Context: an optimization exercise on an open-source flow, tuned for small area, a short achievable clock period and few clock cycles per item. The choices shown serve that exercise and are no tape-out recipe. Only simulation tests tie the RTL to the original design; equivalence was not proved.

--- design.v ---
module GaussFilter #(parameter rows = 8, cols = 8, ksize = 3, data_width = 8) (
    input wire clk,
    input wire rst,
    input wire start,
    input wire [data_width*rows*cols-1:0] image_in,
    output wire [data_width*rows*cols-1:0] image_out,
    output reg image_out_valid,
    output reg done,
    input wire image_ready
);
    reg waiting;
    wire go = (start | waiting) & image_ready;
    always @(posedge clk or posedge rst) begin
        if (rst) begin
            waiting <= 1'b0;
            image_out_valid <= 1'b0;
            done <= 1'b0;
        end else begin
            waiting <= (start | waiting) & ~image_ready;
            image_out_valid <= go;
            done <= image_out_valid;
        end
    end
    wire sel = image_out_valid;
    function [7:0] px;
        input [511:0] img;
        input integer r, c;
        px = img[8*(8*r+c) +: 8];
    endfunction
    wire [7:0]  x   [0:3][0:7];
    wire [8:0]  pp  [0:3][0:7];
    wire [9:0]  v   [0:3][0:7];
    wire [10:0] q   [0:3][0:6];
    wire [11:0] h   [0:3][0:7];
    reg  [7:0]  top [0:3][0:7];
    genvar u, c;
    generate
        for (u = 0; u < 4; u = u + 1) begin : g_row
            for (c = 0; c < 8; c = c + 1) begin : g_col
                assign x[u][c] = sel ? px(image_in, 7-u, c) : px(image_in, u, c);
                if (u < 3) begin : g_pp
                    rca #(8) a_pp (.a(x[u][c]), .b(x[u+1][c]), .s(pp[u][c]));
                end else begin : g_pp3
                    rca #(8) a_pp (.a(px(image_in, 3, c)), .b(px(image_in, 4, c)), .s(pp[u][c]));
                end
                if (u == 0) begin : g_v0
                    rca #(9) a_v (.a(pp[0][c]), .b(sel ? {x[0][c], 1'b0} : pp[0][c]), .s(v[u][c]));
                end else begin : g_v
                    rca #(9) a_v (.a(pp[u-1][c]), .b(pp[u][c]), .s(v[u][c]));
                end
                if (c < 7) begin : g_q
                    rca #(10) a_q (.a(v[u][c]), .b(v[u][c+1]), .s(q[u][c]));
                end
                if (c == 0) begin : g_h0
                    assign h[u][c] = {q[u][0], 1'b0};
                end else if (c < 7) begin : g_h
                    rca #(11) a_h (.a(q[u][c-1]), .b(q[u][c]), .s(h[u][c]));
                end else begin : g_h7
                    rca #(11) a_h (.a(q[u][6]), .b({v[u][7], 1'b0}), .s(h[u][c]));
                end
                always @(posedge clk) top[u][c] <= h[u][c][11:4];
                assign image_out[8*(8*u+c) +: 8] = top[u][c];
                assign image_out[8*(8*(7-u)+c) +: 8] = h[u][c][11:4];
            end
        end
    endgenerate
endmodule
module rca #(parameter W = 8) (
    input wire [W-1:0] a,
    input wire [W-1:0] b,
    output wire [W:0] s
);
    wire [W:0] cy;
    assign cy[0] = 1'b0;
    genvar i;
    generate
        for (i = 0; i < W; i = i + 1) begin : g_bit
            assign s[i] = a[i] ^ b[i] ^ cy[i];
            assign cy[i+1] = (a[i] & b[i]) | (cy[i] & (a[i] ^ b[i]));
        end
    endgenerate
    assign s[W] = cy[W];
endmodule
--- flow/run.sh ---
#!/bin/bash
# The standard layout with two changes:
#  1. synthesis maps the RTL's explicit full/half adders to the platform's
#     adder cells right after the coarse pass, before ABC restructures them
#     (otherwise ABC's re-encoding leaves an inverter on most adder pins);
#     everything else is synth_recipe.tcl / ORFS synth.tcl unchanged;
#     2-input multiplexers are mapped to mux2_1 at the same point, so ABC
#     does not turn the input-select muxes into wide, upsized cells;
#  2. every I/O port gets the smallest buffer (buf_1) instead of a delay buffer.
set -euo pipefail
here=$(pwd)
python3 - "$FLOW_HOME/scripts/synth.tcl" "$here/synth_fa.tcl" "$here/flow/mux_map.v" <<'PY'
import sys
src = open(sys.argv[1]).read()
anchor = "  synth -flatten -run :fine {*}$synth_full_args\n"
assert src.count(anchor) == 1, "anchor not found in synth.tcl"
src = src.replace(anchor, anchor +
    "  techmap\n  opt -fast\n  extract_fa\n"
    "  techmap -map $::env(ADDER_MAP_FILE)\n"
    "  techmap -map " + sys.argv[3] + "\n  opt_clean\n")
open(sys.argv[2], "w").write(src)
PY
grep -q 'source $::env(SCRIPTS_DIR)/synth.tcl' synth_recipe.tcl
sed "s#source \$::env(SCRIPTS_DIR)/synth.tcl#source $here/synth_fa.tcl#" synth_recipe.tcl > synth_recipe_fa.tcl
grep -q "SYNTH_SCRIPT=$here/synth_recipe.tcl" standard.sh
sed "s#SYNTH_SCRIPT=$here/synth_recipe.tcl#SYNTH_SCRIPT=$here/synth_recipe_fa.tcl#" standard.sh > standard_fa.sh
export BUFFER_PORTS_ARGS="-buffer_cell sky130_fd_sc_hd__buf_1"
bash standard_fa.sh > standard.log 2>&1
--- flow/mux_map.v ---
module \$_MUX_ (A, B, S, Y);
    input A, B, S;
    output Y;
    sky130_fd_sc_hd__mux2_1 _TECHMAP_REPLACE_ (.A0(A), .A1(B), .S(S), .X(Y));
endmodule
--- standard.sh ---
#!/bin/bash
# synth_recipe.tcl (not shown) runs the flow's synth.tcl, then flattens the netlist and writes it again
# the make line also repeats each setting of config.mk as NAME=value (left out here)
make -C /OpenROAD-flow-scripts/flow DESIGN_CONFIG=/design/flow/config.mk WORK_HOME=/design/flow/orfs CLKGATE_MAP_FILE= SYNTH_SCRIPT=/design/flow/synth_recipe.tcl "${@:-finish}"
--- config.mk ---
export PLATFORM = sky130hd
export DESIGN_NAME = GaussFilter
export DESIGN_NICKNAME = GaussFilter
export VERILOG_FILES = /design/flow/design.v
export SDC_FILE = /design/flow/constraint.sdc
export NUM_CORES = 4
export LEC_CHECK = 0
export CAP_MARGIN = 5
export CORE_AREA = 4 4 356 356
export DIE_AREA = 0 0 360 360
export GPL_TIMING_DRIVEN = 0
export PLACE_DENSITY = 0.6
export SLEW_MARGIN = 5
--- constraint.sdc ---
create_clock -name core_clock -period 12.0 [get_ports {clk}]
set_input_delay 2.4000 -clock core_clock [delete_from_list [all_inputs] [get_ports {clk}]]
set_output_delay 2.4000 -clock core_clock [all_outputs]
set_load 0.01 [all_outputs]
==> impl_metrics.toml, run 1 <==
[finish]
final_common_cell = "buf_1"
nets = 4596
syn_to_final_growth_pct = 28.2
final_layout_size_suffix_gt1_share_pct = 21.3
layout_common_cells = "buf_1, fa_1, fa_2"

[routing]
drc = 0
drtAntennaViolNets = 0
overall_via_count_from_detail_route = 20543
detail_routed_net_length_per_standard_cell_um = 31.1
post_drt_via_cell_ratio = 4.42
wl_mm = 145
drtPass1Iterations = 4
initialDrtViolationCount = 1112

[run_status]
outcome = "no timing/DRC/antenna violations"

[clock_network]
insertion_delay_ns = 0.62
clk_path_buf_depth = 3
clk_pin_slew_ns = 0.05
cts_num_sinks = 259
cts-htree-levels = 2
tritoncts.num_buffers = 35
cts_root_buffer = "clkbuf_16"
clock_tree_from_tritoncts = "done"

[sta]
finalHoldViolations = 0
report.final.setup_viol = 0
skew_ns = 0.0357
achievable-frequency_mhz = 83.9
finalWorstPathRequiredPeriod_ns = 11.91
finalHoldWorstSlack_ns = 0.507
post_route_fraction_of_the_period_consumed_by_the_critical_path_pct = 99.3
timing.slew.headroom_pct = 62.7
timing_max_transition_violations_final = 0
unrepaired_setup_endpoints_after_global_routing = "yes"
totalNegativeSetupSlack_ns = 0
tightest_slew_ns = 0.562

[setup_path]
worstPathRequired_ns = 9.60
critical_path.cell_chain = "buf_1 > mux2_2 > ha_1 > fa_2 > fa_2 > fa_2 > fa_2 > fa_2 > fa_2 > fa_2 > fa_1 > fa_1 > fa_1 > fa_1 > fa_2 > fa_2 > clkbuf_2"
crit_path_largest_cell_delay_ns = 0.75
worst-path-buf-inv = 2
setup.worst_path.class = "input port to primary output"
critical_path.most_common_cell = "fa_2"
cp.arrival_ns = 9.51
cp-start-kind = "input port"
critical_path.slowest_cell = "fa_2"
end_kind = "primary output"
worst_path_dominant_cell_family = "adder cells"
crit_path_max_fanout = 2

[logic_synthesis]
synth_warnings = 3
synthXorXnorAreaFrac_pct = 0
post_synthesis_mux_area_share_pct = 11.9
synth_seq_cells = 259
post_synth_and_or_nand_nor_area_fraction_pct = 1.65
synthesis.area_um2 = 30900
synth_compound_area_share_pct = 1.04
number_of_instances_in_the_synthesized_netlist = 1884
synth_area_per_cell_um2 = 16.4
synthAdderAreaFrac_pct = 67.1
yosys.cell_types.count = 17
synth.yosys.seq_area_share_pct = 16.8
synth_top_family_by_area = "adder cells"

[die]
fp.dieArea_um2 = 130000
die-height_um = 360
design.portCount = 1030
initial_core_util_pct = 25.3
core_area_um2 = 122000
number_of_cell_rows = 128
die_w_um = 360

[worst_hold_path]
hold_path.class = "register to register"

[global_routing]
grt_max_degree = 61
groute.usage.overall_pct = 22.2
number_of_antenna_violations_at_the_first_check_in_global_routing = 51
grt_overflow = 0
grt_pass1_vias = 23832
first_pass_grt_wire_length_mm = 196

[placement]
io_buffer_count = 1029
dp_hpwl_mm = 135
finalWeightedCongestion = 0.959

[flow_run]
max_cap_violations = 0
==> through the flow <==
step           std cells  instance area (um2)  setup slack [ns]  utilization (%)
3_3_place_gp        4545                36800             -2.40             30.1
4_1_cts             4624                39100           0.00162             32.0
2_1_floorplan       1891                30900          0.000671                -
3_5_place_dp        4551                37000            -0.894             30.2
6_report            4653                39600            0.0864             32.4
5_1_grt             4638                39600           -0.0136             32.4
==> layer usage <==
layer  vias up  GRT usage [%]  wire (um)
li1       8563              -          -
met1     11042           30.9      64000
met2       784           35.9      68400
met3       126           5.24       9650
met4        28           3.41       2360
met5         -              0        162
==> layout make-up <==
cell class | count | area, um2
Antenna cell | 21 | 52.6
Buffer | 60 | 450
Clock buffer | 44 | 980
Clock inverter | 20 | 268
Fill cell | 12276 | 82700
Inverter | 1 | 3.75
Multi-Input combinational cell | 1571 | 26400
Sequential cell | 259 | 5200
Tap cell | 1625 | 2030
Timing Repair Buffer | 1052 | 4190
==> cell usage after synthesis (all sizes together) <==
master | number | area (um2)
a211oi | 24 | 300
a21oi | 4 | 20.0
buf | 60 | 450
conb | 1 | 3.75
dfrtp | 3 | 75.1
dfxtp | 256 | 5120
fa | 928 | 18600
ha | 172 | 2150
inv | 1 | 3.75
mux2 | 328 | 3690
nand2 | 4 | 15.0
nand3 | 24 | 120
nand4 | 4 | 25.0
nor2 | 26 | 97.6
nor2b | 1 | 6.26
nor3 | 48 | 245
==> kinds of logic after synthesis <==
| kind of cell | count (synthesis) |
|---|---|
| buffers and inverters | 61 |
| adder cells (fa/ha/maj) | 1100 |
| AO/OA/AOI/OAI | 28 |
| other | 1 |
| AND/OR/NAND/NOR | 107 |
| flip-flops | 259 |
| multiplexers | 328 |
==> flip-flops by register name (all words and copies together) (netlist names) <==
name,flops
done,1
waiting,1
top,256
image_out_valid,1
==> worst paths after layout <==
kind / from / end / slack [ns] / cells past startpoint
max in group asynchronous: rst / image_out_valid / 10.21 / 2
hold / removal: waiting / waiting / 0.51 / 2
hold reg to reg: waiting / waiting / 0.51 / 2
setup / recovery: image_in[160] / image_out[294] / 0.09 / 17
min in group asynchronous: rst / image_out_valid / 1.64 / 2
setup reg to reg: image_out_valid / top[20][6] / 3.36 / 20
==> worst reg2reg max path: stages, from the launching register on <==
cell     delay [ns]
dfrtp_4        0.47
buf_4          0.21
buf_16         0.30
buf_16         0.27
buf_16         0.30
mux2_2         0.48
ha_1           0.23
fa_2           0.37
fa_2           0.37
fa_2           0.48
fa_2           0.42
fa_1           0.42
fa_1           0.42
fa_1           0.55
fa_1           0.46
fa_1           0.62
fa_2           0.57
fa_1           0.47
fa_1           0.41
fa_2           0.64
buf_4          0.14
==> repair_timing <==
item,CTS,global route
buffers inserted,9,7
pin swaps,51,45
hold buffers,0,0
endpoints found under the hold margin,0,0
cloned,0,1
gates resized for setup,326,143
endpoints found under the setup margin,78,55
Testbench counts, summed over its fixed seeds: cycles 120, frames 64.
==> inputs of run 2 (changes only) <==
==> config.mk (replaced) <==
export PLATFORM = sky130hd
export DESIGN_NAME = GaussFilter
export DESIGN_NICKNAME = GaussFilter
export VERILOG_FILES = /design/flow/design.v
export SDC_FILE = /design/flow/constraint.sdc
export NUM_CORES = 4
export LEC_CHECK = 0
export CAP_MARGIN = 20
export CORE_AREA = 4 4 348 348
export CTS_BUF_LIST = sky130_fd_sc_hd__clkbuf_8
export DIE_AREA = 0 0 352 352
export GPL_TIMING_DRIVEN = 0
export PLACE_DENSITY = 0.6
export SLEW_MARGIN = 20
==> run 2 against run 1 <==
  * Cell area down 1.4%
  * Synthesized cell count stayed put
  * Via count is essentially flat
  * Register-to-register slack improved by 0.06 ns
  * Maximum frequency increased by 0.36%
  * Worst hold slack got worse by 0.017 ns
  * Critical endpoint is now image_out[382]
  * Highest routed layer unchanged
==> impl_metrics.toml, run 2 <==
[logic_synthesis]
synth_seq_cells = 259
synth_edf_count = 0
synth.top_cells.by_area = "fa_1, dfxtp_1, mux2_1"
synth.most_common_cell = "fa_1"
synth_top_cell_area_share_pct = 60.1
number_of_instances_in_the_synthesized_netlist = 1884
synth_compound_area_share_pct = 1.04
yosys.cell_types.count = 17
synth_area_per_cell_um2 = 16.4
post_synth_and_or_nand_nor_area_fraction_pct = 1.65
post_synth_arst_share_pct = 1.16
synthAdderAreaFrac_pct = 67.1
synth_warnings = 3
synth.yosys.seq_area_share_pct = 16.8
synth.cells.most_frequent = "fa_1, mux2_1, dfxtp_1, ha_1, buf_4"
post_synthesis_mux_area_share_pct = 11.9
synthXorXnorAreaFrac_pct = 0
yosys_most_used_dff = "dfxtp_1"
synth_largest_area_cell = "fa_1"
synthesis.area_um2 = 30900
synth_top_family_by_area = "adder cells"

[global_routing]
groute.usage.overall_pct = 22.7
grt_max_degree = 60
grt_pass1_vias = 24107
grt_overflow = 0
number_of_antenna_violations_at_the_first_check_in_global_routing = 41
first_pass_grt_wire_length_mm = 194

[worst_hold_path]
hold_path.class = "register to register"

[placement]
dp_hpwl_mm = 133
io_buffer_count = 1029
detailedPlace.worstSlack_ns = -0.881
dpl.cell_count = 4451
finalWeightedCongestion = 0.946

[clock_network]
cts_num_sinks = 259
post_cts_hold_buffer_count = 0
clock_tree_from_tritoncts = "done"
clk_pin_slew_ns = 0.05
clk_path_buf_depth = 3
tritoncts.num_buffers = 47
cts-htree-levels = 2
cts_root_buffer = "clkbuf_8"
insertion_delay_ns = 0.67

[routing]
drtPass1Iterations = 7
post_drt_via_cell_ratio = 4.50
drtAntennaViolNets = 0
detail_routed_net_length_per_standard_cell_um = 30.8
drc = 0
wl_mm = 141
initialDrtViolationCount = 1248
overall_via_count_from_detail_route = 20544

[setup_path]
setup.worst_path.class = "input port to primary output"
crit_path_max_fanout = 2
end_kind = "primary output"
cp.arrival_ns = 9.47
cp-start-kind = "input port"
worstPathRequired_ns = 9.60

[flow_run]
max_cap_violations = 0

[sta]
tightest_slew_ns = 0.586
skew_ns = 0.0319
finalWorstPathRequiredPeriod_ns = 11.87
post_route_fraction_of_the_period_consumed_by_the_critical_path_pct = 98.9
achievable-frequency_mhz = 84.2
finalHoldViolations = 0
totalNegativeSetupSlack_ns = 0
timing_max_transition_violations_final = 0
unrepaired_setup_endpoints_after_global_routing = "yes"
report.final.setup_viol = 0
post-route-worst-setup-slack_ns = 0.130
timing.slew.headroom_pct = 61.1

[die]
design.portCount = 1030
number_of_cell_rows = 125
initial_core_util_pct = 26.5
fp.dieArea_um2 = 124000
core_area_um2 = 117000
die_w_um = 352
die-height_um = 352

[finish]
final_layout_size_suffix_gt1_share_pct = 20.6
largest_register_ffs = 256
largest-register = "top"
layout_common_cells = "buf_1, fa_1, fa_2"
final.fill_count = 11613
sequential_cell_area_um2 = 5200
multi_input_comb_area_um2 = 26400
layoutNonFillerInstCount = 4568
syn_to_final_growth_pct = 26.4
final_common_cell = "buf_1"
nets = 4604
final_core_util_pct = 33.5

[run_status]
outcome = "no timing/DRC/antenna violations"
[run 2: cell count changes in the layout (fill, tap and decap cells not counted), moves of 4 or more]
cell,previous run,this run
fa_1,503,510
clkbuf_16,36,0
inv_6,4,0
clkbuf_8,7,54
fa_2,425,418
inv_1,1,20
nor3_1,29,33
nor3_2,19,15
[run 2: layout make-up]
cell class	instances	area share [%]
antenna	22	0.141
tap	1524	4.88
inverter	1	0.00960
clock inverter	29	0.432
sequential	259	13.3
clock buffer	54	1.90
buffer	60	1.15
multi-input combinational	1571	67.6
timing repair buffer	1048	10.6
[run 2: cell families after synthesis]
group | count (synthesis)
compound gates | 28
mux | 328
fa+ha+maj | 1100
other cells | 1
buf+inv | 61
flops | 259
simple gates | 107
[run 2: worst max-delay path, cell delays in order]
cell and delay, ns:
buf_1 0.08, mux2_1 0.38, ha_1 0.25, fa_1 0.43, fa_1 0.45, fa_1 0.55
fa_1 0.64, fa_1 0.48, ha_1 0.33, a21oi_1 0.13, nand2_1 0.09, fa_1 0.42
fa_1 0.42, fa_1 0.45, fa_1 0.46, fa_1 0.42, fa_1 0.39, fa_1 0.53
buf_1 0.19
[run 2: worst paths after layout]
path                                 startpoint               to  slack, ns  cells past startpoint
worst min register to register          waiting          waiting       0.49                      2
worst max-delay path              image_in[440]   image_out[382]       0.13                     19
worst min-delay path                    waiting          waiting       0.49                      2
max in group asynchronous                   rst  image_out_valid      10.30                      2
min in group asynchronous                   rst  image_out_valid       1.55                      2
worst max register to register  image_out_valid        top[4][6]       3.42                     22
[run 2: stage by stage]
stage | cell area, um2 | hold slack [ns]
2_1_floorplan | 30900 | 0.450
3_3_place_gp | 36700 | 0.469
3_5_place_dp | 36900 | 0.487
4_1_cts | 38500 | 0.499
5_1_grt | 39000 | 0.529
6_report | 39100 | 0.489
[run 2: layer usage]
layer / global-route usage (%) / routed length (um) / vias up / share of wire (%)
met3: 4.51 / 9210 / 136 / 6.5
met5: 0 / 23 / - / 0.016
li1: - / - / 8555 / -
met4: 4.38 / 2890 / 4 / 2.1
met2: 36.6 / 66100 / 870 / 47
met1: 32.0 / 62600 / 10979 / 44
[run 2: repair_timing]
action / in CTS / in global routing
setup endpoints to repair: 71 / 54
cloned: 0 / 0
resized for setup: 283 / 173
pin swaps: 43 / 48
setup buffers: 6 / 6
==> inputs of run 3 (changes only) <==
--- a/design.v
+++ b/design.v
@@ -31,7 +31,7 @@
     wire [8:0]  pp  [0:3][0:7];
     wire [9:0]  v   [0:3][0:7];
     wire [10:0] q   [0:3][0:6];
-    wire [11:0] h   [0:3][0:7];
+    wire [7:0]  o   [0:3][0:7];
     reg  [7:0]  top [0:3][0:7];
     genvar u, c;
     generate
@@ -52,15 +52,15 @@
                     rca #(10) a_q (.a(v[u][c]), .b(v[u][c+1]), .s(q[u][c]));
                 end
                 if (c == 0) begin : g_h0
-                    assign h[u][c] = {q[u][0], 1'b0};
+                    assign o[u][c] = q[u][0][10:3];
                 end else if (c < 7) begin : g_h
-                    rca #(11) a_h (.a(q[u][c-1]), .b(q[u][c]), .s(h[u][c]));
+                    rca_hi #(11, 4) a_h (.a(q[u][c-1]), .b(q[u][c]), .s(o[u][c]));
                 end else begin : g_h7
-                    rca #(11) a_h (.a(q[u][6]), .b({v[u][7], 1'b0}), .s(h[u][c]));
+                    rca_hi #(10, 3) a_h (.a(q[u][6][10:1]), .b(v[u][7]), .s(o[u][c]));
                 end
-                always @(posedge clk) top[u][c] <= h[u][c][11:4];
+                always @(posedge clk) top[u][c] <= o[u][c];
                 assign image_out[8*(8*u+c) +: 8] = top[u][c];
-                assign image_out[8*(8*(7-u)+c) +: 8] = h[u][c][11:4];
+                assign image_out[8*(8*(7-u)+c) +: 8] = o[u][c];
             end
         end
     endgenerate
@@ -71,13 +71,54 @@
     output wire [W:0] s
 );
     wire [W:0] cy;
-    assign cy[0] = 1'b0;
     genvar i;
     generate
         for (i = 0; i < W; i = i + 1) begin : g_bit
-            assign s[i] = a[i] ^ b[i] ^ cy[i];
-            assign cy[i+1] = (a[i] & b[i]) | (cy[i] & (a[i] ^ b[i]));
+            if (i == 0) begin : g_h
+                ha_bit u_ha (.a(a[i]), .b(b[i]), .s(s[i]), .co(cy[i+1]));
+            end else begin : g_f
+                fa_bit u_fa (.a(a[i]), .b(b[i]), .ci(cy[i]), .s(s[i]), .co(cy[i+1]));
+            end
         end
     endgenerate
     assign s[W] = cy[W];
 endmodule
+module rca_hi #(parameter W = 11, L = 4) (
+    input wire [W-1:0] a,
+    input wire [W-1:0] b,
+    output wire [W:L] s
+);
+    wire [W:0] cy;
+    genvar i;
+    generate
+        for (i = 0; i < W; i = i + 1) begin : g_bit
+            if (i == 0) begin : g_c0
+                assign cy[1] = a[0] & b[0];
+            end else if (i < L) begin : g_c
+                assign cy[i+1] = (a[i] & b[i]) | (cy[i] & (a[i] | b[i]));
+            end else begin : g_f
+                fa_bit u_fa (.a(a[i]), .b(b[i]), .ci(cy[i]), .s(s[i]), .co(cy[i+1]));
+            end
+        end
+    endgenerate
+    assign s[W] = cy[W];
+endmodule
+module fa_bit (
+    input wire a,
+    input wire b,
+    input wire ci,
+    output wire s,
+    output wire co
+);
+    assign s = a ^ b ^ ci;
+    assign co = (a & b) | (ci & (a ^ b));
+endmodule
+module ha_bit (
+    input wire a,
+    input wire b,
+    output wire s,
+    output wire co
+);
+    assign s = a ^ b;
+    assign co = a & b;
+endmodule
==> flow/run.sh (replaced) <==
#!/bin/bash
# The standard layout with these changes:
#  1. synthesis (synth_recipe.tcl / ORFS synth.tcl otherwise unchanged):
#     - the RTL's one-bit adders (fa_bit, ha_bit) are mapped to the platform's
#       adder cells first, with the ripple carry on the fast CIN pin;
#     - after the coarse pass, any other full/half adders are extracted and
#       mapped, and 2-input multiplexers are mapped to mux2_1, before ABC;
#  2. every I/O port gets the smallest buffer (buf_1) instead of a delay buffer.
set -euo pipefail
here=$(pwd)
python3 - "$FLOW_HOME/scripts/synth.tcl" "$here/synth_fa.tcl" "$here/flow/mux_map.v" "$here/flow/cell_map.v" <<'PY'
import sys
src = open(sys.argv[1]).read()
anchor = "  synth -flatten -run :fine {*}$synth_full_args\n"
assert src.count(anchor) == 1, "anchor not found in synth.tcl"
src = src.replace(anchor, anchor +
    "  techmap\n  opt -fast\n  extract_fa\n"
    "  techmap -map $::env(ADDER_MAP_FILE)\n"
    "  techmap -map " + sys.argv[3] + "\n  opt_clean\n")
anchor = "hierarchy -check -top $::env(DESIGN_NAME)\n"
assert src.count(anchor) == 1, "hierarchy anchor not found in synth.tcl"
src = src.replace(anchor, anchor + "techmap -map " + sys.argv[4] + "\n")
open(sys.argv[2], "w").write(src)
PY
grep -q 'source $::env(SCRIPTS_DIR)/synth.tcl' synth_recipe.tcl
sed "s#source \$::env(SCRIPTS_DIR)/synth.tcl#source $here/synth_fa.tcl#" synth_recipe.tcl > synth_recipe_fa.tcl
grep -q "SYNTH_SCRIPT=$here/synth_recipe.tcl" standard.sh
sed "s#SYNTH_SCRIPT=$here/synth_recipe.tcl#SYNTH_SCRIPT=$here/synth_recipe_fa.tcl#" standard.sh > standard_fa.sh
export BUFFER_PORTS_ARGS="-buffer_cell sky130_fd_sc_hd__buf_1"
bash standard_fa.sh > standard.log 2>&1
==> flow/cell_map.v (new file) <==
// Maps the RTL's one-bit adders to the platform's adder cells, with the
// ripple carry on the full adder's fast carry input.
(* techmap_celltype = "fa_bit" *)
module _map_fa_bit (a, b, ci, s, co);
    input a, b, ci;
    output s, co;
    sky130_fd_sc_hd__fa_1 _TECHMAP_REPLACE_ (.A(a), .B(b), .CIN(ci), .SUM(s), .COUT(co));
endmodule

(* techmap_celltype = "ha_bit" *)
module _map_ha_bit (a, b, s, co);
    input a, b;
    output s, co;
    sky130_fd_sc_hd__ha_1 _TECHMAP_REPLACE_ (.A(a), .B(b), .SUM(s), .COUT(co));
endmodule
--- a/config.mk
+++ b/config.mk
@@ -7,7 +7,7 @@
 export LEC_CHECK = 0
 export CAP_MARGIN = 20
 export CORE_AREA = 4 4 348 348
-export CTS_BUF_LIST = sky130_fd_sc_hd__clkbuf_8
+export CTS_BUF_LIST = sky130_fd_sc_hd__clkbuf_4
 export DIE_AREA = 0 0 352 352
 export GPL_TIMING_DRIVEN = 0
 export PLACE_DENSITY = 0.6
==> run 3 against run 2 <==
  * Cell count up 1.2%
  * Global-route usage up 0.15 points
  * Utilization down 0.71 points
  * Critical path depth unchanged
  * Sequential share of layout area up 0.29 points
  * Area after synthesis down 1.7%
  * Highest routed layer unchanged
  * Still clean on timing, DRC and antenna
  * Synthesized cell count down 0.27%
  * Worst hold slack better by 0.0063 ns
  * Die area unchanged
  * Clock-buffer cell count up 52
==> impl_metrics.toml, run 3 <==
[flow_run]
max_cap_violations = 0

[global_routing]
gr-usage-met1_pct = 31.1
groute.usage.overall_pct = 22.9
number_of_antenna_violations_at_the_first_check_in_global_routing = 46
grt_pass1_vias = 24326
met3_usage_pct = 6.57
grt.busiest_layer = "met2"
grt_max_degree = 59
grtUsageMet2_pct = 36.7
first_pass_grt_wire_length_mm = 194
grt_overflow = 0

[routing]
wl_mm = 143
drc = 0
initialDrtViolationCount = 1394
post_drt_via_cell_ratio = 4.52
drtAntennaViolNets = 0
drtPass1Iterations = 5
detail_routed_net_length_per_standard_cell_um = 30.9
overall_via_count_from_detail_route = 20890

[finish]
final_core_util_pct = 32.7
largest_register_ffs = 256
syn_to_final_growth_pct = 25.9
nets = 4560
final_layout_size_suffix_gt1_share_pct = 15.3
layout_common_cells = "buf_1, fa_1, mux2_1"
final.fill_count = 11744
largest-register = "top"
final_common_cell = "buf_1"

[die]
initial_core_util_pct = 26.0
number_of_cell_rows = 125
die-height_um = 352
core_area_um2 = 117000
die_w_um = 352
fp.dieArea_um2 = 124000
design.portCount = 1030

[placement]
io_buffer_count = 1029
finalWeightedCongestion = 0.962
dp_hpwl_mm = 133

[clock_network]
tritoncts.num_buffers = 77
insertion_delay_ns = 1.01
cts_num_sinks = 259
clock_tree_from_tritoncts = "done"
clk_path_buf_depth = 3
cts-htree-levels = 3
cts_root_buffer = "clkbuf_4"
clk_pin_slew_ns = 0.07
post_cts_hold_buffer_count = 0

[logic_synthesis]
synth.yosys.seq_area_share_pct = 17.1
post_synth_arst_share_pct = 1.16
synthesis.area_um2 = 30400
synth_seq_cells = 259
synth.most_common_cell = "fa_1"
synth.top_cells.by_area = "fa_1, dfxtp_1, mux2_1"
synth_area_per_cell_um2 = 16.2
synth_edf_count = 0
synth_warnings = 3
number_of_instances_in_the_synthesized_netlist = 1879
yosys_most_used_dff = "dfxtp_1"
synth_largest_area_cell = "fa_1"
yosys.cell_types.count = 27
synth.cells.most_frequent = "fa_1, mux2_1, dfxtp_1, ha_1, buf_4"
synth_top_cell_area_share_pct = 61.1

[sta]
finalWorstPathRequiredPeriod_ns = 11.87
achievable-frequency_mhz = 84.2
timing.slew.headroom_pct = 55.2
finalHoldViolations = 0
timing_max_transition_violations_final = 0
skew_ns = 0.0710
tightest_slew_ns = 0.674
report.final.setup_viol = 0
post_route_fraction_of_the_period_consumed_by_the_critical_path_pct = 98.9

[setup_path]
crit_path_max_fanout = 6
end_kind = "primary output"
worstPathRequired_ns = 9.60
setup.worst_path.class = "input port to primary output"
cp-start-kind = "input port"
r2r_setup_slack_ns = 3.76
cp.arrival_ns = 9.47

[worst_hold_path]
hold_path.class = "register to register"

[run_status]
outcome = "no timing/DRC/antenna violations"
==> run 3: stage by stage <==
stage / hold WS (ns) / area (um2) / setup TNS (ns) / setup WS [ns] / std cells
after floorplan: 0.450 / 30400 / 0 / 0.287 / 1886
after global placement: 0.462 / 36200 / -165.10 / -2.21 / 4439
after detailed placement: 0.487 / 36400 / -13.20 / -0.819 / 4446
after CTS: 0.505 / 37900 / 0 / 0.00157 / 4588
after global routing: 0.546 / 38200 / -0.00280 / -0.00280 / 4608
final: 0.496 / 38300 / 0 / 0.129 / 4624
==> run 3: critical path, cell delays in order <==
cell      delay (ns)
buf_1           0.09
mux2_1          0.37
ha_1            0.24
fa_1            0.40
fa_2            0.61
fa_2            0.49
fa_1            0.48
fa_2            0.54
o211ai_1        0.21
o31ai_1         0.09
a211o_1         0.33
fa_1            0.43
fa_1            0.43
fa_1            0.43
fa_1            0.42
fa_1            0.40
fa_1            0.39
fa_2            0.56
buf_1           0.18
==> run 3: cell type report <==
type / instances / area (um2) / share of cell area, %
inverter: 8 / 30.0 / 0.0785
antenna: 25 / 62.6 / 0.164
buffer: 63 / 465 / 1.22
multi-input combinational: 1556 / 25300 / 66.2
tap: 1524 / 1910 / 4.98
sequential: 259 / 5200 / 13.6
clock buffer: 106 / 796 / 2.08
timing repair buffer: 1059 / 4360 / 11.4
clock inverter: 24 / 129 / 0.337
==> run 3: logic make-up after synthesis <==
logic type | Yosys count | share of synthesized area (%)
AND/OR/NAND/NOR | 49 | 0.926
AO/OA/AOI/OAI | 148 | 3.15
multiplexers | 328 | 12.2
adder cells (fa/ha/maj) | 1023 | 65.0
buffers and inverters | 71 | 1.63
flip-flops | 259 | 17.1
other | 1 | 0.0123
==> run 3: what timing repair did <==
item,4_1_cts,5_1_grt
gates resized for setup,153,101
pin swaps,22,35
setup endpoints to repair,63,48
gates cloned,4,1
setup buffers,8,10
==> run 3: path summary, 6_finish.rpt <==
path / from / end / cells past startpoint
worst max-delay path: image_in[168] / image_out[310] / 19
worst min-delay path: waiting / waiting / 2
worst max register to register: image_out_valid / top[25][6] / 21
worst min register to register: waiting / waiting / 2
max in group asynchronous: rst / image_out_valid / 2
min in group asynchronous: rst / image_out_valid / 2
==> run 3: per-layer routing <==
metal  vias up  wire length, um  part of all wire [%]
met5         -              178                  0.12
met4        26             2790                   2.0
met3       158            12400                   8.7
met2       958            66700                    47
met1     11045            60800                    43
li1       8703                -                     -
Testbench counts of run 3, summed over its fixed seeds: cycles 120, frames 64.
==> inputs of run 4 (changes only) <==
--- a/config.mk
+++ b/config.mk
@@ -7,7 +7,7 @@
 export LEC_CHECK = 0
 export CAP_MARGIN = 20
 export CORE_AREA = 4 4 348 348
-export CTS_BUF_LIST = sky130_fd_sc_hd__clkbuf_4
+export CTS_BUF_LIST = sky130_fd_sc_hd__clkbuf_8
 export DIE_AREA = 0 0 352 352
 export GPL_TIMING_DRIVEN = 0
 export PLACE_DENSITY = 0.6
==> run 4 against run 3 <==
  * Global-route usage fell by 0.28 points
  * Die area did not move
  * Routed wire length fell by 1.2%
  * Synthesized cell count did not move
  * Sequential share of layout area rose by 0.054 points
  * Cell area fell by 0.40%
  * Critical path depth did not move
  * Setup slack got worse by 0.016 ns
  * First-iteration DRC count fell by 5.7%
  * Clock-buffer cell count fell by 51
  * Cell count fell by 1.2%
  * Via count fell by 1.6%
  * Critical path type unchanged
==> impl_metrics.toml, run 4 <==
[global_routing]
first_pass_grt_wire_length_mm = 193
gr-usage-met1_pct = 31.1
number_of_antenna_violations_at_the_first_check_in_global_routing = 44
grtUsageMet2_pct = 36.4
met3_usage_pct = 5.97
grt_max_degree = 59
groute.usage.overall_pct = 22.6
grt.busiest_layer = "met2"
grt_overflow = 0
grt_pass1_vias = 23973

[routing]
post_drt_via_cell_ratio = 4.50
drtAntennaViolNets = 0
overall_via_count_from_detail_route = 20561
drtPass1Iterations = 5
detail_routed_net_length_per_standard_cell_um = 30.9
wl_mm = 141
initialDrtViolationCount = 1315
drc = 0

[die]
initial_core_util_pct = 26.0
core_area_um2 = 117000
fp.dieArea_um2 = 124000
die-height_um = 352
design.portCount = 1030
die_w_um = 352
number_of_cell_rows = 125

[logic_synthesis]
yosys_most_used_dff = "dfxtp_1"
synth_edf_count = 0
synth_area_per_cell_um2 = 16.2
yosys.cell_types.count = 27
synth.top_cells.by_area = "fa_1, dfxtp_1, mux2_1"
synth_top_cell_area_share_pct = 61.1
number_of_instances_in_the_synthesized_netlist = 1879
synth.most_common_cell = "fa_1"
synth.yosys.seq_area_share_pct = 17.1
synth_seq_cells = 259
synth.cells.most_frequent = "fa_1, mux2_1, dfxtp_1, ha_1, buf_4"
post_synth_arst_share_pct = 1.16
synth_largest_area_cell = "fa_1"
synthesis.area_um2 = 30400
synth_warnings = 3

[sta]
finalHoldWorstSlack_ns = 0.494
timing_max_transition_violations_final = 0
skew_ns = 0.0511
timing.slew.headroom_pct = 56.2
achievable-frequency_mhz = 84.1
tightest_slew_ns = 0.659
report.final.setup_viol = 0
finalHoldViolations = 0
post-route-worst-setup-slack_ns = 0.113
finalWorstPathRequiredPeriod_ns = 11.89
post_route_fraction_of_the_period_consumed_by_the_critical_path_pct = 99.1

[clock_network]
cts-htree-levels = 2
post_cts_hold_buffer_count = 0
insertion_delay_ns = 0.74
clk_path_buf_depth = 3
cts_root_buffer = "clkbuf_8"
cts_num_sinks = 259
clk_pin_slew_ns = 0.06
clock_tree_from_tritoncts = "done"
tritoncts.num_buffers = 49

[finish]
syn_to_final_growth_pct = 25.4
largest_register_ffs = 256
layout_common_cells = "buf_1, fa_1, mux2_1"
nets = 4525
final_common_cell = "buf_1"
largest-register = "top"
layoutNonFillerInstCount = 4568
design_area_um2 = 38100
final_layout_size_suffix_gt1_share_pct = 13.6

[flow_run]
max_cap_violations = 0

[setup_path]
setup.worst_path.class = "input port to primary output"
end_kind = "primary output"
cp.arrival_ns = 9.49
crit_path_max_fanout = 6
worstPathRequired_ns = 9.60
cp-start-kind = "input port"

[placement]
dpl.cell_count = 4446
detailedPlace.worstSlack_ns = -0.819
finalWeightedCongestion = 0.962
io_buffer_count = 1029
dp_hpwl_mm = 133
postPlaceCellArea_um2 = 36400

[worst_hold_path]
hold_path.class = "register to register"

[run_status]
outcome = "no timing/DRC/antenna violations"
==> run 4: worst paths after layout <==
path / cells after the start / endpoint / startpoint / slack [ns]
worst min-delay path: 2 / waiting / waiting / 0.49
worst min register to register: 2 / waiting / waiting / 0.49
max in group asynchronous: 2 / image_out_valid / rst / 10.28
worst max register to register: 20 / top[17][6] / image_out_valid / 3.44
min in group asynchronous: 2 / done / rst / 1.56
worst max-delay path: 19 / image_out[334] / image_in[392] / 0.11
==> run 4: cell families after synthesis <==
logic type | Yosys count | share of synthesized area, %
adders and majority gates | 1023 | 65.0
muxes | 328 | 12.2
DFF | 259 | 17.1
AOI/OAI and AO/OA | 148 | 3.15
buffers and inverters | 71 | 1.63
and+or+nand+nor | 49 | 0.926
other | 1 | 0.0123
==> run 4: what timing repair did <==
| item | 4_1_cts | 5_1_grt |
|---|---|---|
| pin swaps | 23 | 32 |
| setup buffers | 6 | 9 |
| setup endpoints to repair | 48 | 48 |
| resized for setup | 155 | 91 |
| gates cloned | 1 | 0 |
==> run 4: cell type report <==
type / instances / area, um2
Sequential cell: 259 / 5200
Clock inverter: 31 / 205
Tap cell: 1524 / 1910
Inverter: 8 / 30.0
Fill cell: 11741 / 78700
Buffer: 63 / 465
Clock buffer: 55 / 757
Multi-Input combinational cell: 1556 / 25300
Antenna cell: 20 / 50.0
Timing Repair Buffer: 1052 / 4200
==> run 4: through the flow <==
| stage | utilization (%) | setup TNS, ns |
|---|---|---|
| after global placement | 31.0 | -165.10 |
| final | 32.6 | 0 |
| after floorplan | - | 0 |
| after CTS | 32.3 | 0 |
| after global routing | 32.6 | -0.00288 |
| after detailed placement | 31.1 | -13.20 |
==> run 4: layer usage <==
| metal | wire, um | vias up |
|---|---|---|
| li1 | - | 8594 |
| met1 | 61000 | 10918 |
| met2 | 65900 | 895 |
| met3 | 11700 | 132 |
| met4 | 2320 | 22 |
| met5 | 143 | - |
==> run 4: worst max-delay path: stages <==
cell,delay [ns]
buf_1,0.07
mux2_1,0.35
ha_1,0.23
fa_1,0.38
fa_1,0.52
fa_1,0.51
fa_1,0.54
fa_1,0.62
o211ai_1,0.22
o31ai_1,0.10
a211o_1,0.32
fa_1,0.42
fa_1,0.48
fa_1,0.41
fa_1,0.39
fa_1,0.38
fa_1,0.39
fa_1,0.57
buf_1,0.18
==> inputs of run 5 (changes only) <==
--- a/flow/run.sh
+++ b/flow/run.sh
@@ -5,7 +5,8 @@
 #       adder cells first, with the ripple carry on the fast CIN pin;
 #     - after the coarse pass, any other full/half adders are extracted and
 #       mapped, and 2-input multiplexers are mapped to mux2_1, before ABC;
-#  2. every I/O port gets the smallest buffer (buf_1) instead of a delay buffer.
+#  2. every I/O port gets the smallest buffer (buf_1) instead of a delay buffer;
+#  3. I/O pins may be placed one track apart.
 set -euo pipefail
 here=$(pwd)
 python3 - "$FLOW_HOME/scripts/synth.tcl" "$here/synth_fa.tcl" "$here/flow/mux_map.v" "$here/flow/cell_map.v" <<'PY'
@@ -27,4 +28,7 @@
 grep -q "SYNTH_SCRIPT=$here/synth_recipe.tcl" standard.sh
 sed "s#SYNTH_SCRIPT=$here/synth_recipe.tcl#SYNTH_SCRIPT=$here/synth_recipe_fa.tcl#" standard.sh > standard_fa.sh
 export BUFFER_PORTS_ARGS="-buffer_cell sky130_fd_sc_hd__buf_1"
+# I/O pins may sit one routing track apart (ORFS default: two), so the pin
+# count no longer sets the die size.
+export PLACE_PINS_ARGS="-min_distance 1 -min_distance_in_tracks"
 bash standard_fa.sh > standard.log 2>&1
--- a/config.mk
+++ b/config.mk
@@ -6,9 +6,9 @@
 export NUM_CORES = 4
 export LEC_CHECK = 0
 export CAP_MARGIN = 20
-export CORE_AREA = 4 4 348 348
+export CORE_AREA = 4 4 228 228
 export CTS_BUF_LIST = sky130_fd_sc_hd__clkbuf_8
-export DIE_AREA = 0 0 352 352
+export DIE_AREA = 0 0 232 232
 export GPL_TIMING_DRIVEN = 0
-export PLACE_DENSITY = 0.6
+export PLACE_DENSITY = 0.78
 export SLEW_MARGIN = 20
==> run 5 against run 4 <==
  * Still clean
  * Die area shrank 57%
  * First-iteration DRC count grew 18%
  * Synthesized cell count is the same
  * Register-to-register slack worse by 0.19 ns
  * Area after synthesis did not move
  * Via count rose by 5.8%
  * Setup slack worse by 0.017 ns
  * Routed wire length is 22% lower
  * Critical path type unchanged
==> impl_metrics.toml, run 5 <==
[logic_synthesis]
post_synthesis_mux_area_share_pct = 12.2
post_synth_and_or_nand_nor_area_fraction_pct = 0.926
synthXorXnorAreaFrac_pct = 0
synth_top_family_by_area = "adder cells"
synth.most_common_cell = "fa_1"
synth_area_per_cell_um2 = 16.2
synth_largest_area_cell = "fa_1"
synthesis.area_um2 = 30400
yosys_most_used_dff = "dfxtp_1"
synth_top_cell_area_share_pct = 61.1
synth_warnings = 3
synth_seq_cells = 259
synthAdderAreaFrac_pct = 65.0
yosys.cell_types.count = 27
post_synth_arst_share_pct = 1.16
synth_edf_count = 0
synth.cells.most_frequent = "fa_1, mux2_1, dfxtp_1, ha_1, buf_4"
synth.yosys.seq_area_share_pct = 17.1
synth.top_cells.by_area = "fa_1, dfxtp_1, mux2_1"
number_of_instances_in_the_synthesized_netlist = 1879
synth_compound_area_share_pct = 3.15

[clock_network]
cts-htree-levels = 2
clock_tree_from_tritoncts = "done"
post_cts_hold_buffer_count = 0
clk_path_buf_depth = 3
tritoncts.num_buffers = 47
cts_root_buffer = "clkbuf_8"
clk_pin_slew_ns = 0.06
cts_num_sinks = 259
insertion_delay_ns = 0.67

[placement]
io_buffer_count = 1029
dp_hpwl_mm = 99.9
detailedPlace.worstSlack_ns = -0.344
dpl.cell_count = 3585
finalWeightedCongestion = 1.05

[global_routing]
met3_usage_pct = 13.2
grtUsageMet2_pct = 63.5
grt_max_degree = 66
groute.usage.overall_pct = 40.7
grt_pass1_vias = 25180
number_of_antenna_violations_at_the_first_check_in_global_routing = 47
grt_overflow = 0
first_pass_grt_wire_length_mm = 157
grt.busiest_layer = "met2"
gr-usage-met1_pct = 50.0

[finish]
layoutNonFillerInstCount = 3728
final.fill_count = 3317
final_layout_size_suffix_gt1_share_pct = 8.43
largest_register_ffs = 256
final_common_cell = "buf_1"
syn_to_final_growth_pct = 21.2
layout_common_cells = "buf_1, fa_1, mux2_1"
largest-register = "top"
nets = 4513

[routing]
initialDrtViolationCount = 1552
overall_via_count_from_detail_route = 21749
drtAntennaViolNets = 0
drtPass1Iterations = 6
wl_mm = 110
drc = 0
post_drt_via_cell_ratio = 5.83
detail_routed_net_length_per_standard_cell_um = 29.5

[die]
number_of_cell_rows = 81
fp.dieArea_um2 = 53800
die_w_um = 232
design.portCount = 1030
die-height_um = 232
initial_core_util_pct = 61.7
core_area_um2 = 49300

[sta]
finalHoldWorstSlack_ns = 0.516
skew_ns = 0.0584
post-route-worst-setup-slack_ns = 0.0961
timing_max_transition_violations_final = 0
timing.slew.headroom_pct = 59.0
tightest_slew_ns = 0.609
achievable-frequency_mhz = 84.0
finalHoldViolations = 0
post_route_fraction_of_the_period_consumed_by_the_critical_path_pct = 99.2
unrepaired_setup_endpoints_after_global_routing = "yes"
finalWorstPathRequiredPeriod_ns = 11.90
totalNegativeSetupSlack_ns = 0
report.final.setup_viol = 0

[setup_path]
depth_of_the_worst_register_to_register_path = 21
worstPathRequired_ns = 9.60
rr_startpoint = "image_out_valid"
r2r_setup_slack_ns = 3.25
cp-start-kind = "input port"
crit_path_max_fanout = 3
worstReg2RegEnd = "top[5][6]"
cp.arrival_ns = 9.50
setup.worst_path.class = "input port to primary output"
end_kind = "primary output"

[worst_hold_path]
whs_endpoint = "waiting"
hold_start = "waiting"
hold_path.class = "register to register"
hold_depth = 2

[flow_run]
max_cap_violations = 0

[run_status]
outcome = "no timing/DRC/antenna violations"
## run 5: cell families after synthesis
kind of cell	after synthesis
flip-flops	259
multiplexers	328
adder cells (fa/ha/maj)	1023
AO/OA/AOI/OAI	148
AND/OR/NAND/NOR	49
other	1
buffers and inverters	71
## run 5: cell type report
type / count / area, um2 / area share, %
multi-input combinational: 1556 / 24900 / 67.7
sequential: 259 / 5200 / 14.1
timing repair buffer: 1042 / 4100 / 11.1
tap: 664 / 831 / 2.26
clock buffer: 60 / 826 / 2.24
buffer: 63 / 465 / 1.26
clock inverter: 26 / 317 / 0.859
antenna: 50 / 125 / 0.340
inverter: 8 / 30.0 / 0.0815
## run 5: how the worst max path moves through the flow
stage                          from              to  slack [ns]
finish                image_in[400]  image_out[470]         0.1
detailed placement    image_in[400]  image_out[478]       -0.34
floorplan           image_out_valid  image_out[494]        0.29
CTS                   image_in[504]  image_out[510]       0.003
global placement    image_out_valid  image_out[478]       -1.44
global route          image_in[472]  image_out[478]       -0.03
## run 5: metrics by stage
stage          cell area, um2  util [%]
2_1_floorplan           30400         -
3_3_place_gp            35100      71.3
3_5_place_dp            35300      71.6
4_1_cts                 36600      74.2
5_1_grt                 36800      74.8
6_report                36800      74.8
## run 5: worst max-delay path, cell delays in order
cell	delay (ns)
buf_1	0.07
mux2_1	0.33
ha_1	0.21
fa_2	0.34
fa_2	0.39
fa_2	0.40
fa_1	0.43
fa_1	0.54
mux2_1	0.35
fa_1	0.57
fa_1	0.64
fa_1	0.48
fa_1	0.41
fa_1	0.42
fa_1	0.39
fa_1	0.39
fa_1	0.54
buf_1	0.20
## run 5: per-layer routing
| metal | vias to the layer above | share of wire [%] |
|---|---|---|
| met2 | 1478 | 47 |
| met3 | 376 | 11 |
| met5 | - | 0.024 |
| li1 | 8601 | - |
| met1 | 11290 | 35 |
| met4 | 4 | 7.7 |
## run 5: repair_timing
action / CTS / global route
endpoints found under the hold margin: 0 / 0
gates resized for setup: 38 / 55
pin swaps: 3 / 13
setup buffers: 3 / 4
endpoints found under the setup margin: 14 / 24
==> inputs of run 6 (changes only) <==
--- a/config.mk
+++ b/config.mk
@@ -6,9 +6,9 @@
 export NUM_CORES = 4
 export LEC_CHECK = 0
 export CAP_MARGIN = 20
-export CORE_AREA = 4 4 228 228
+export CORE_AREA = 4 4 246 246
 export CTS_BUF_LIST = sky130_fd_sc_hd__clkbuf_8
-export DIE_AREA = 0 0 232 232
+export DIE_AREA = 0 0 250 250
 export GPL_TIMING_DRIVEN = 0
-export PLACE_DENSITY = 0.78
+export PLACE_DENSITY = 0.7
 export SLEW_MARGIN = 20
==> run 6 against run 5 <==
  * Still clean
  * Flip-flop and latch count unchanged
  * Worst hold slack got worse by 0.025 ns
  * Area after synthesis is the same
  * Sequential share of layout area barely moved
  * Cell area down 0.22%
  * Setup slack gained 0.032 ns
  * Via count shrank 2.5%
  * Synthesized cell count stayed put
  * Critical path depth rose by 1
  * Non-clock buffer count down 2
  * Critical endpoint is now image_out[479]
==> impl_metrics.toml, run 6 <==
[sta]
finalWorstPathRequiredPeriod_ns = 11.87
finalHoldWorstSlack_ns = 0.492
timing_max_transition_violations_final = 0
skew_ns = 0.0404
timing.slew.headroom_pct = 64.3
totalNegativeSetupSlack_ns = 0
report.final.setup_viol = 0
finalHoldViolations = 0
tightest_slew_ns = 0.529
post-route-worst-setup-slack_ns = 0.128
achievable-frequency_mhz = 84.2
post_route_fraction_of_the_period_consumed_by_the_critical_path_pct = 98.9

[logic_synthesis]
synth_top_cell_area_share_pct = 61.1
synth.cells.most_frequent = "fa_1, mux2_1, dfxtp_1, ha_1, buf_4"
synth.yosys.seq_area_share_pct = 17.1
synth_warnings = 3
synth.top_cells.by_area = "fa_1, dfxtp_1, mux2_1"
synthesis.area_um2 = 30400
yosys_most_used_dff = "dfxtp_1"
number_of_instances_in_the_synthesized_netlist = 1879
synth_area_per_cell_um2 = 16.2
yosys.cell_types.count = 27
post_synth_arst_share_pct = 1.16
synth_edf_count = 0
synth_seq_cells = 259
synth_largest_area_cell = "fa_1"
synth.most_common_cell = "fa_1"

[finish]
layout_common_cells = "buf_1, fa_1, mux2_1"
final_layout_size_suffix_gt1_share_pct = 8.61
nets = 4513
final_core_util_pct = 63.6
final_common_cell = "buf_1"
largest-register = "top"
largest_register_ffs = 256
syn_to_final_growth_pct = 20.9

[routing]
post_drt_via_cell_ratio = 5.57
initialDrtViolationCount = 1340
drtPass1Iterations = 23
overall_via_count_from_detail_route = 21197
drtAntennaViolNets = 0
wl_mm = 110
drc = 0
detail_routed_net_length_per_standard_cell_um = 28.8

[die]
die_w_um = 250
number_of_cell_rows = 88
core_area_um2 = 57800
initial_core_util_pct = 52.6
design.portCount = 1030
fp.dieArea_um2 = 62500
die-height_um = 250

[placement]
dp_hpwl_mm = 101
detailedPlace.worstSlack_ns = -0.273
io_buffer_count = 1029
finalWeightedCongestion = 0.992

[setup_path]
setup.worst_path.class = "input port to primary output"
end_kind = "primary output"
worstPathRequired_ns = 9.60
cp.arrival_ns = 9.47
crit_path_max_fanout = 3
cp-start-kind = "input port"

[clock_network]
insertion_delay_ns = 0.67
clk_pin_slew_ns = 0.05
clk_path_buf_depth = 3
clock_tree_from_tritoncts = "done"
cts-htree-levels = 2
cts_root_buffer = "clkbuf_8"
cts_num_sinks = 259
tritoncts.num_buffers = 49

[global_routing]
first_pass_grt_wire_length_mm = 159
grt_pass1_vias = 24750
grt_overflow = 0
number_of_antenna_violations_at_the_first_check_in_global_routing = 41
grt_max_degree = 63
groute.usage.overall_pct = 35.0

[worst_hold_path]
hold_path.class = "register to register"

[flow_run]
max_cap_violations = 0

[run_status]
outcome = "no timing/DRC/antenna violations"
run 6: cell counts after synthesis:
No cell type changed its count.
run 6: cell families after synthesis:
| family | share of synthesized area (%) |
|---|---|
| flops | 17.1 |
| compound gates | 3.15 |
| other cells | 0.0123 |
| buf+inv | 1.63 |
| fa+ha+maj | 65.0 |
| simple gates | 0.926 |
| mux | 12.2 |
run 6: final cells by class:
cell class / instances / area [um2]
multi-input cells: 1556 / 25000
clock buffers: 58 / 798
inverters: 8 / 30.0
plain buffers: 63 / 465
flip-flops and latches: 259 / 5200
fillers: 4491 / 21000
repair buffers: 1040 / 4070
clock inverters: 23 / 168
diodes: 36 / 90.1
well taps: 765 / 957
run 6: timing repair:
action / in CTS / in global routing
pin swaps: 1 / 6
buffers inserted: 2 / 3
setup endpoints to repair: 11 / 30
resized for setup: 33 / 73
hold buffers: 0 / 0
run 6: final timing paths:
check | depth (start not counted) | to | start | slack (ns)
max | 19 | image_out[479] | image_in[464] | 0.13
min | 2 | waiting | waiting | 0.49
max reg2reg | 19 | top[1][6] | image_out_valid | 3.44
min reg2reg | 2 | waiting | waiting | 0.49
max in group asynchronous | 2 | image_out_valid | rst | 10.26
min in group asynchronous | 2 | image_out_valid | rst | 1.60
run 6: worst max-delay path, stage by stage:
cell	delay (ns)
buf_1	0.07
mux2_1	0.32
ha_1	0.22
fa_2	0.34
fa_2	0.39
fa_2	0.36
fa_1	0.42
fa_1	0.54
mux2_1	0.35
fa_1	0.43
fa_1	0.57
fa_1	0.51
fa_1	0.58
fa_1	0.49
fa_1	0.39
fa_1	0.39
fa_1	0.41
buf_4	0.17
buf_1	0.13
run 6: stage by stage:
step / instances / cell area [um2]
floorplan: 1886 / 30400
global placement: 3680 / 35200
detailed placement: 3686 / 35400
CTS: 3769 / 36500
global route: 3806 / 36800
finish: 3808 / 36800
run 6: layer usage:
| layer | routed length [um] | GRT usage (%) | vias up | share of wire (%) |
|---|---|---|---|---|
| li1 | - | - | 8597 | - |
| met1 | 41300 | 45.3 | 11011 | 38 |
| met2 | 50300 | 53.5 | 1249 | 46 |
| met3 | 10400 | 10.1 | 328 | 9.5 |
| met4 | 7510 | 19.6 | 12 | 6.9 |
| met5 | 151 | 1.08 | - | 0.14 |
==> inputs of run 7 (changes only) <==
--- a/config.mk
+++ b/config.mk
@@ -7,7 +7,9 @@
 export LEC_CHECK = 0
 export CAP_MARGIN = 20
 export CORE_AREA = 4 4 246 246
-export CTS_BUF_LIST = sky130_fd_sc_hd__clkbuf_8
+export CTS_BUF_LIST = sky130_fd_sc_hd__clkbuf_16
+export CTS_CLUSTER_DIAMETER = 60
+export CTS_CLUSTER_SIZE = 20
 export DIE_AREA = 0 0 250 250
 export GPL_TIMING_DRIVEN = 0
 export PLACE_DENSITY = 0.7
==> run 7 against run 6 <==
  * Die area is the same
  * Worst hold slack gained 0.029 ns
  * Clock skew shrank 0.0079 ns
  * Cell area grew 0.17%
  * Still clean on timing, DRC and antenna
  * Setup slack gained 0.031 ns
  * Sequential share of layout area is essentially flat
  * Register-to-register slack gained 0.03 ns
  * Cell count shrank 0.58%
  * Highest routed layer unchanged
==> impl_metrics.toml, run 7 <==
[logic_synthesis]
post_synth_arst_share_pct = 1.16
synth_area_per_cell_um2 = 16.2
number_of_instances_in_the_synthesized_netlist = 1879
synth.most_common_cell = "fa_1"
synth_top_cell_area_share_pct = 61.1
yosys_most_used_dff = "dfxtp_1"
synth_warnings = 3
synth_edf_count = 0
synth.yosys.seq_area_share_pct = 17.1
synth_seq_cells = 259
synth_largest_area_cell = "fa_1"
yosys.cell_types.count = 27
synth.top_cells.by_area = "fa_1, dfxtp_1, mux2_1"
synth.cells.most_frequent = "fa_1, mux2_1, dfxtp_1, ha_1, buf_4"
synthesis.area_um2 = 30400

[clock_network]
cts_num_sinks = 259
tritoncts.num_buffers = 29
cts-htree-levels = 1
clk_path_buf_depth = 3
clk_pin_slew_ns = 0.08
cts_root_buffer = "clkbuf_16"
insertion_delay_ns = 0.61
clock_tree_from_tritoncts = "done"

[sta]
tightest_slew_ns = 0.543
skew_ns = 0.0325
timing.slew.headroom_pct = 63.4
finalWorstPathRequiredPeriod_ns = 11.84
achievable-frequency_mhz = 84.5
post_route_fraction_of_the_period_consumed_by_the_critical_path_pct = 98.7
report.final.setup_viol = 0
finalHoldViolations = 0
post-route-worst-setup-slack_ns = 0.159
timing_max_transition_violations_final = 0
totalNegativeSetupSlack_ns = 0
finalHoldWorstSlack_ns = 0.520

[setup_path]
depth_of_the_worst_register_to_register_path = 18
crit_path_largest_cell_delay_ns = 0.67
worstReg2RegEnd = "top[25][6]"
critical_path.slowest_cell = "fa_2"
critical_path.most_common_cell = "fa_1"
worst-path-buf-inv = 2
setup.worst_path.class = "input port to primary output"
cp.arrival_ns = 9.44
crit_path_max_fanout = 6
worst_path_dominant_cell_family = "adder cells"
critical_path.cell_chain = "buf_1 > mux2_1 > ha_1 > fa_1 > fa_1 > fa_1 > fa_2 > fa_1 > o211ai_1 > o31ai_1 > a211o_1 > fa_1 > fa_1 > fa_1 > fa_1 > fa_1 > fa_1 > fa_1 > buf_1"
cp-start-kind = "input port"
end_kind = "primary output"
worstPathRequired_ns = 9.60
r2r_setup_slack_ns = 3.47
rr_startpoint = "image_out_valid"
worst-path-stages = 19

[die]
die_w_um = 250
die-height_um = 250
design.portCount = 1030
core_area_um2 = 57800
fp.dieArea_um2 = 62500
number_of_cell_rows = 88
initial_core_util_pct = 52.6

[placement]
postPlaceCellArea_um2 = 35400
detailedPlace.worstSlack_ns = -0.273
dpl.cell_count = 3686
io_buffer_count = 1029
dp_hpwl_mm = 101
finalWeightedCongestion = 0.992

[global_routing]
grt_pass1_vias = 24533
first_pass_grt_wire_length_mm = 158
groute.usage.overall_pct = 34.8
number_of_antenna_violations_at_the_first_check_in_global_routing = 44
grt_max_degree = 63
grt_overflow = 0

[finish]
final_common_cell = "buf_1"
final.fill_count = 4492
layoutNonFillerInstCount = 3786
final_layout_size_suffix_gt1_share_pct = 8.15
syn_to_final_growth_pct = 21.2
largest-register = "top"
nets = 4494
final_core_util_pct = 63.7
largest_register_ffs = 256
layout_common_cells = "buf_1, fa_1, mux2_1"
design_area_um2 = 36800

[flow_run]
max_cap_violations = 0

[worst_hold_path]
hold_depth = 2
hold_path.class = "register to register"
whs_endpoint = "waiting"
hold_start = "waiting"

[routing]
post_drt_via_cell_ratio = 5.55
overall_via_count_from_detail_route = 21013
initialDrtViolationCount = 1480
drc = 0
drtPass1Iterations = 24
detail_routed_net_length_per_standard_cell_um = 28.8
wl_mm = 109
drtAntennaViolNets = 0

[run_status]
outcome = "no timing/DRC/antenna violations"
[run 7: cell counts after synthesis]
Identical to the previous run, type by type.
[run 7: kinds of logic after synthesis]
| logic type | after synthesis | share of synthesized area [%] |
|---|---|---|
| adders and majority gates | 1023 | 65.0 |
| and+or+nand+nor | 49 | 0.926 |
| buffers and inverters | 71 | 1.63 |
| AOI/OAI and AO/OA | 148 | 3.15 |
| DFF | 259 | 17.1 |
| other | 1 | 0.0123 |
| muxes | 328 | 12.2 |
[run 7: worst max-delay path by stage]
stage,from,endpoint
finish,image_in[424],image_out[366]
global route,image_in[480],image_out[486]
CTS,image_in[480],image_out[479]
detailed placement,image_in[464],image_out[479]
global placement,image_out_valid,image_out[478]
floorplan,image_out_valid,image_out[494]
[run 7: repair_timing]
action,in CTS,in global routing
pin swaps,1,8
resized for setup,33,78
endpoints found under the setup margin,11,30
cloned,0,0
hold buffers,0,0
setup buffers,2,4
[run 7: layout make-up]
cell class / instances / area [um2] / share of cell area [%]
plain buffers: 63 / 465 / 1.26
flip-flops and latches: 259 / 5200 / 14.1
clock buffers: 29 / 726 / 1.97
well taps: 765 / 957 / 2.60
repair buffers: 1041 / 4080 / 11.1
diodes: 40 / 100 / 0.272
inverters: 8 / 30.0 / 0.0816
clock inverters: 25 / 273 / 0.741
multi-input cells: 1556 / 25000 / 67.9
[run 7: worst reg2reg max path, cell delays in order (launching register included)]
cell and delay [ns]:
dfrtp_4 0.63, buf_12 0.30, buf_16 0.29, buf_16 0.33, mux2_1 0.52, ha_1 0.24
fa_1 0.40, fa_1 0.40, fa_1 0.52, fa_1 0.59, fa_1 0.51, fa_1 0.58
fa_1 0.50, fa_1 0.42, fa_1 0.41, fa_1 0.40, fa_1 0.41, fa_1 0.39
fa_1 0.55
[run 7: per-layer routing]
| metal | up-vias | wire, um | part of all wire [%] | track usage, % |
|---|---|---|---|---|
| li1 | 8546 | - | - | - |
| met4 | 8 | 7920 | 7.3 | 20.2 |
| met3 | 305 | 9430 | 8.6 | 9.30 |
| met2 | 1188 | 50000 | 46 | 53.1 |
| met5 | - | 56 | 0.051 | 0 |
| met1 | 10966 | 41800 | 38 | 45.4 |

==> re-timing with driven ports <==
The flow's constraints put no driver on any port. The routed layouts listed below were extracted and timed again, unchanged, in two steps. Step 1 assumes that a clkbuf_16 drives the clock port and a buf_2 every other input. Step 2 moves the port delays by t, midway between the first and last clock arrival at a register: inputs arrive t later, outputs are due t later. That takes back most of the time a late clock gives input paths. Slacks: no drivers / after step 1 / after step 2; pairs: no drivers / after step 1.
run	t, ns	setup WS [ns]	hold WS [ns]	slew at the worst register clock pin (ns)	cell pins on the clock port's net
run 1	0.668	0.086 / 0.058 / 0.058	0.507 / 0.507 / 0.507	0.07 / 0.07	1
run 2	0.732	0.130 / 0.089 / 0.089	0.489 / 0.489 / 0.489	0.07 / 0.07	1
run 3	1.016	0.129 / 0.105 / 0.105	0.496 / 0.496 / 0.496	0.09 / 0.09	1
run 4	0.771	0.113 / 0.091 / 0.091	0.494 / 0.494 / 0.494	0.07 / 0.07	1
run 5	0.693	0.096 / 0.069 / 0.069	0.516 / 0.516 / 0.516	0.08 / 0.08	1
run 6	0.695	0.128 / 0.099 / 0.099	0.492 / 0.492 / 0.492	0.07 / 0.07	1
run 7	0.657	0.159 / 0.129 / 0.129	0.520 / 0.520 / 0.520	0.08 / 0.08	1
After both steps every run listed still meets setup and hold. For run 2, which loses most, drivers alone change the setup slack by -0.041 ns; drivers and shift together by -0.041 ns.
